Source: an optimization exercise on an open RTL-to-GDS flow (aim: small area and a short achievable clock period). Production flows keep margins and buffers that such runs may drop. In this exercise RTL edits were held to simulation tests only and were not proved equivalent to the original. Power figures rest on the tool's default switching activity, not on a simulated workload.

Setup of onyx:
==> flow/design.v <==
`timescale 1ns / 1ps
module processor #(
    parameter WIDTH = 32
) (
    input clk,
    input reset,
    output [WIDTH - 1: 0] imem_addr,
    input [WIDTH - 1: 0] imem_rdata,
    output [WIDTH - 1: 0] dmem_addr,
    output dmem_re,
    output dmem_we,
    output [WIDTH - 1: 0] dmem_wdata,
    input [WIDTH - 1: 0] dmem_rdata,
    output reg [WIDTH - 1: 0] PORT_OUT_A,
    output reg [WIDTH - 1: 0] PORT_OUT_B,
    output reg [WIDTH - 1: 0] PORT_OUT_C,
    output reg [WIDTH - 1: 0] PORT_OUT_D
);
    reg [31: 0] pc;
    reg [31: 0] fi;             
    reg [4: 0]  rs1s, rs2s, rds;
    reg [31: 0] imm;
    reg [31: 0] dpc;
    reg [31: 0] op1, op2;               
    reg [31: 0] opb;                    
    reg         d_mrd, d_mwr, d_swe;    
    reg         d_useimm;               
    reg         d_auipc;                
    reg         d_jmp;                  
    reg         d_beq, d_bne, d_blt, d_bge;
    reg         d_add, d_sub, d_xor, d_or, d_and, d_sll, d_srl, d_lt;
    reg         d_inv;                  
    reg [31: 0] tgt;            
    reg         rst0, rst1;
    reg [31: 0] rd;
    reg [4: 0]  ers;
    reg         emwr, emrd, eswe;
    reg [31: 0] wdata;
    reg [31: 0] rf [1: 31];
    wire halt = (ers == rs1s || ers == rs2s) && emrd;
    wire kill = reset || rst0 || rst1 || halt;
    wire [31: 0] A = op1;
    wire [31: 0] B = opb;
    wire [33: 0] sum_x = {1'b0, A, 1'b1} + {1'b0, B, d_inv};
    wire [32: 0] sum = sum_x[33: 1];
    wire         a_lt_b = !sum[32];
    wire [31: 0] sh_in;
    wire [31: 0] sh_out = sh_in >> B[4: 0];
    wire [31: 0] sh_rev;
    genvar gr;
    generate
        for (gr = 0; gr < 32; gr = gr + 1) begin : g_rev
            assign sh_in[gr] = d_sll ? A[31 - gr] : A[gr];
            assign sh_rev[gr] = sh_out[31 - gr];
        end
    endgenerate
    wire [31: 0] alu =
        d_auipc ? tgt :
        (d_add | d_sub) ? sum[31: 0] :
        d_xor ? A ^ B :
        d_or  ? A | B :
        d_and ? A & B :
        d_sll ? sh_rev :
        d_srl ? sh_out :
        d_lt  ? {31'b0, a_lt_b} :
        32'b0;
    wire eq = &(op1 ^ opb);
    wire lt = a_lt_b;
    wire taken = (d_beq & eq) | (d_bne & ~eq) | (d_blt & lt) | (d_bge & ~lt) | d_jmp;
    wire stl = (ers != rds) && !d_mrd && emrd && (ers != 0);
    wire [31: 0] rd_n = taken ? 32'd4 : alu;
    wire [6: 0] opc = fi[6: 0];
    wire o_load  = opc == 7'b0000011;
    wire o_imm   = opc == 7'b0010011;
    wire o_jalr  = opc == 7'b1100111;
    wire o_store = opc == 7'b0100011;
    wire o_br    = opc == 7'b1100011;
    wire o_jal   = opc == 7'b1101111;
    wire o_u     = opc == 7'b0010111 || opc == 7'b0110111;
    wire o_itype = o_load || o_imm || o_jalr;
    wire o_other = !(o_itype || o_store || o_br || o_jal || o_u);
    wire i_t     = !fi[5];
    wire [2: 0] n_f3 = o_u ? 3'd0 : fi[14: 12];
    wire [6: 0] n_f7 = o_other ? fi[31: 25] : 7'd0;
    wire n_f7z = n_f7 == 7'h00;
    wire n_f7s = n_f7 == 7'h20;
    wire n_mem = o_load || o_store;
    wire useimm_n = o_u || i_t || n_mem;
    wire sub_n = !n_mem && n_f3 == 0 && n_f7s;
    wire lt_n  = !n_mem && (n_f3 == 2 || n_f3 == 3) && n_f7z;
    wire inv_n = sub_n || lt_n || o_br;
    wire [4: 0] n_rs1s = (o_jal || o_u) ? 5'd0 : fi[19: 15];
    wire [4: 0] n_rs2s = (o_itype || o_jal || o_u) ? 5'd0 : fi[24: 20];
    wire [4: 0] n_rds  = o_br ? 5'd0 : fi[11: 7];
    wire [31: 0] imm_n =
        o_itype ? {{21{fi[31]}}, fi[30: 20]} :
        o_store ? {{21{fi[31]}}, fi[30: 25], fi[11: 7]} :
        o_br    ? {{20{fi[31]}}, fi[7], fi[30: 25], fi[11: 8], 1'b0} :
        o_jal   ? {{12{fi[31]}}, fi[19: 12], fi[20], fi[30: 21], 1'b0} :
        o_u     ? {fi[31: 12], 12'b0} :
        imm;
    wire [4: 0] ers_n = kill ? 5'd0 : rds;
    wire [4: 0] s1n = halt ? rs1s : n_rs1s;
    wire [4: 0] s2n = halt ? rs2s : n_rs2s;
    wire fwd1 = s1n != 0 && ers_n == s1n;
    wire fwd2 = s2n != 0 && ers_n == s2n;
    wire hit1 = ers == s1n;
    wire hit2 = ers == s2n;
    wire [31: 0] rf1 = halt ? (rs1s == 0 ? 32'd0 : op1) : (n_rs1s == 0 ? 32'd0 : rf[fi[19: 15]]);
    wire [31: 0] rf2 = halt ? (rs2s == 0 ? 32'd0 : op2) : (n_rs2s == 0 ? 32'd0 : rf[fi[24: 20]]);
    wire [31: 0] op1_n =
        fwd1 ? rd_n :
        (hit1 && emrd) ? dmem_rdata :
        (hit1 && s1n != 0) ? rd :
        rf1;
    wire [31: 0] op2_n =
        fwd2 ? rd_n :
        (hit2 && emrd) ? dmem_rdata :
        (hit2 && s2n != 0) ? rd :
        rf2;
    always @(posedge clk) begin
        if (reset) begin
            pc <= 0;
            fi <= 0;
        end else if (!halt) begin
            pc <= taken ? tgt : stl ? pc : pc + 4;
            fi <= imem_rdata;
        end
    end
    always @(posedge clk) begin
        op1 <= op1_n;
        op2 <= op2_n;
        opb <= halt ? (d_useimm ? imm : op2_n) ^ {32{d_inv}}
                    : (useimm_n ? imm_n : op2_n) ^ {32{inv_n}};
    end
    always @(posedge clk) begin
        if (reset) begin
            rs1s <= 0; rs2s <= 0; rds <= 0;
            imm <= 0;
            dpc <= 0;
            tgt <= 0;
            d_mrd <= 0; d_mwr <= 0; d_swe <= 0;
            d_useimm <= 0; d_auipc <= 0; d_jmp <= 0;
            d_beq <= 0; d_bne <= 0; d_blt <= 0; d_bge <= 0;
            d_add <= 1; d_sub <= 0; d_xor <= 0; d_or <= 0; d_and <= 0;
            d_sll <= 0; d_srl <= 0; d_lt <= 0; d_inv <= 0;
        end else if (!halt) begin
            dpc <= pc;
            tgt <= dpc + imm_n;
            rs1s <= n_rs1s;
            rs2s <= n_rs2s;
            rds  <= n_rds;
            imm <= imm_n;
            d_mrd <= o_load;
            d_mwr <= o_store;
            d_swe <= o_store && n_f3[2: 1] != 0;
            d_useimm <= useimm_n;
            d_auipc <= o_u && i_t;
            d_jmp <= o_jal || o_jalr;
            d_beq <= o_br && n_f3 == 0;
            d_bne <= o_br && n_f3 == 1;
            d_blt <= o_br && (n_f3 == 4 || n_f3 == 6);
            d_bge <= o_br && (n_f3 == 5 || n_f3 == 7);
            d_add <= n_mem || (n_f3 == 0 && n_f7z);
            d_sub <= sub_n;
            d_xor <= !n_mem && n_f3 == 4 && n_f7z;
            d_or  <= !n_mem && n_f3 == 6 && n_f7z;
            d_and <= !n_mem && n_f3 == 7 && n_f7z;
            d_sll <= !n_mem && n_f3 == 1 && n_f7z;
            d_srl <= !n_mem && n_f3 == 5 && (n_f7z || n_f7s);
            d_lt  <= lt_n;
            d_inv <= inv_n;
        end
    end
    always @(posedge clk) begin
        rst0 <= taken;
        rst1 <= rst0;
        rd <= rd_n;
        wdata <= op2;
        ers <= ers_n;
        if (kill) begin
            emwr <= 0;
            emrd <= 0;
            eswe <= 0;
        end else begin
            emwr <= d_mwr;
            emrd <= d_mrd;
            eswe <= d_swe;
        end
    end
    wire [31: 0] wdr = reset ? 32'd0 : emrd ? dmem_rdata : rd;
    genvar gi;
    generate
        for (gi = 1; gi < 32; gi = gi + 1) begin : g_rf
            always @(posedge clk)
                if (reset || ers == gi)
                    rf[gi] <= wdr;
        end
    endgenerate
    always @(posedge clk) begin
        if (reset) begin
            PORT_OUT_A <= 0;
            PORT_OUT_B <= 0;
            PORT_OUT_C <= 0;
            PORT_OUT_D <= 0;
        end else if (emwr) begin
            case (rd)
                32'h40000000: PORT_OUT_A <= wdata;
                32'h40000001: PORT_OUT_B <= wdata;
                32'h40000002: PORT_OUT_C <= wdata;
                32'h40000003: PORT_OUT_D <= wdata;
                default: ;
            endcase
        end
    end
    assign imem_addr  = pc;
    assign dmem_addr  = rd;
    assign dmem_re    = emrd;
    assign dmem_we    = eswe && !reset;
    assign dmem_wdata = wdata;
endmodule
clock: 11.0 ns
lec_check: 0
cap_margin: 20
core_margin: 2
core_utilization: 40
cts_buf_list: sky130_fd_sc_hd__clkbuf_8
cts_cluster_diameter: 50
cts_cluster_size: 16
place_density: 0.5
slew_margin: 20
standard.sh (not shown) runs the stock make flow with config.mk's settings and CLKGATE_MAP_FILE= SYNTH_SCRIPT=/design/flow/synth_recipe.tcl, a recipe that flattens the netlist after the stock synthesis.
==> flow/flow/run.sh <==
#!/bin/bash
# Own layout flow: the standard flow (standard.sh), with two changes:
#  - synthesis maps the logic with an area-oriented ABC script (flow/area.abc)
#    instead of ORFS's speed script; every other synthesis step, and so every
#    register, is the standard synthesis's;
#  - extra make settings from flow/knobs.txt (one VAR=value per line).
# Each tool's output is in ORFS's own logs under orfs/logs; make's output is
# in flow.log here.
set -euo pipefail
W=$PWD
mkdir -p my
sed "/synth_preamble.tcl/a set abc_args [lreplace \$abc_args 1 1 $W/flow/area.abc]" \
    "$FLOW_HOME/scripts/synth.tcl" > my/synth_orfs.tcl
grep -q "flow/area.abc" my/synth_orfs.tcl
sed "s#\$::env(SCRIPTS_DIR)/synth.tcl#$W/my/synth_orfs.tcl#" synth_recipe.tcl > my/synth.tcl
grep -q "my/synth_orfs.tcl" my/synth.tcl
sed "s#SYNTH_SCRIPT=[^ ]*#SYNTH_SCRIPT=$W/my/synth.tcl#" standard.sh > my/standard.sh
grep -q "my/synth.tcl" my/standard.sh
KNOBS=()
if [[ -f flow/knobs.txt ]]; then
    while read -r k; do [[ -n "$k" ]] && KNOBS+=("$k"); done < flow/knobs.txt
fi
bash my/standard.sh "${KNOBS[@]}" finish > flow.log 2>&1
test -s out/final.def
==> flow/flow/area.abc <==
&get -n; &st; &dch -f; &nf -a -R 1000; &put
==> flow/flow/knobs.txt <==
BUFFER_PORTS_ARGS=-buffer_cell sky130_fd_sc_hd__buf_2
MATCH_CELL_FOOTPRINT=0
SETUP_SLACK_MARGIN=6
Edits applied to the flow inputs when going from onyx to sierra:
--- a/flow/design.v
+++ b/flow/design.v
@@ -195,25 +195,17 @@
             always @(posedge clk)
                 if (reset || ers == gi)
                     rf[gi] <= wdr;
         end
     endgenerate
-    always @(posedge clk) begin
-        if (reset) begin
-            PORT_OUT_A <= 0;
-            PORT_OUT_B <= 0;
-            PORT_OUT_C <= 0;
-            PORT_OUT_D <= 0;
-        end else if (emwr) begin
-            case (rd)
-                32'h40000000: PORT_OUT_A <= wdata;
-                32'h40000001: PORT_OUT_B <= wdata;
-                32'h40000002: PORT_OUT_C <= wdata;
-                32'h40000003: PORT_OUT_D <= wdata;
-                default: ;
-            endcase
-        end
+    wire [31: 0] pw = reset ? 32'd0 : wdata;
+    wire pm = emwr && rd[31: 2] == 30'h10000000;
+    always @(posedge clk) begin
+        if (reset || (pm && rd[1: 0] == 2'd0)) PORT_OUT_A <= pw;
+        if (reset || (pm && rd[1: 0] == 2'd1)) PORT_OUT_B <= pw;
+        if (reset || (pm && rd[1: 0] == 2'd2)) PORT_OUT_C <= pw;
+        if (reset || (pm && rd[1: 0] == 2'd3)) PORT_OUT_D <= pw;
     end
     assign imem_addr  = pc;
     assign dmem_addr  = rd;
     assign dmem_re    = emrd;
     assign dmem_we    = eswe && !reset;
Compared with onyx, sierra shows a lower number of non-clock buffers. The minimum period implied by the final worst setup slack in sierra sits 0.024 ns below the value recorded for onyx. Between onyx and sierra, the difference in vertical die dimension is negligible. sierra vs onyx: wire length down by a few percent. Going from onyx to sierra, the clock network fraction of total power was found to have gone down by 1.6 points. Die area in sierra is about 0.5% lower than in onyx. The met3 wire length in onyx is 1.09 times that in sierra. Of onyx and sierra, sierra shows the higher power in sequential cells, with onyx below it. Sort onyx and sierra by share of post-route cells with drive strength above 1, descending, and sierra comes first. Going from onyx to sierra, part of the power in combinational logic saw an increase, worst setup slack has increased. For data-path buffer share of cell area in the final layout, onyx and sierra come out practically identical. | final standard cell area without fillers | lower: sierra |. The total power reported for sierra is greater than that of onyx by about 0.8%.

==> afterwards: timing with drivers on the ports <==
The results above use ideal ports. As a check the final layouts listed here were re-extracted and re-timed, cells and wires unchanged.
Step 1 (the two cells are an assumption about what drives the block):
set clk [get_ports {clk}]
set_driving_cell -lib_cell sky130_fd_sc_hd__clkbuf_16 $clk
set_driving_cell -lib_cell sky130_fd_sc_hd__buf_2 [delete_from_list [all_inputs] $clk]
Step 2, shift: input delay + t, output delay - t, t = (earliest + latest rising clock arrival at the registers) / 2. This alone moves slack from input paths to output paths.
Slacks: no drivers / after step 1 / after step 2; pairs: no drivers / after step 1.
run	t, ns	setup WS [ns]	worst hold slack (ns)	slew at the worst register clock pin (ns)
onyx	1.029	6.005 / 5.956 / 5.266	0.389 / 0.389 / 0.389	0.11 / 0.11
sierra	1.027	6.029 / 5.792 / 5.415	0.389 / 0.389 / 0.389	0.11 / 0.11
After both steps every run listed still meets setup and hold. For onyx, which loses most, drivers alone change the setup slack by -0.049 ns; drivers and shift together by -0.739 ns.
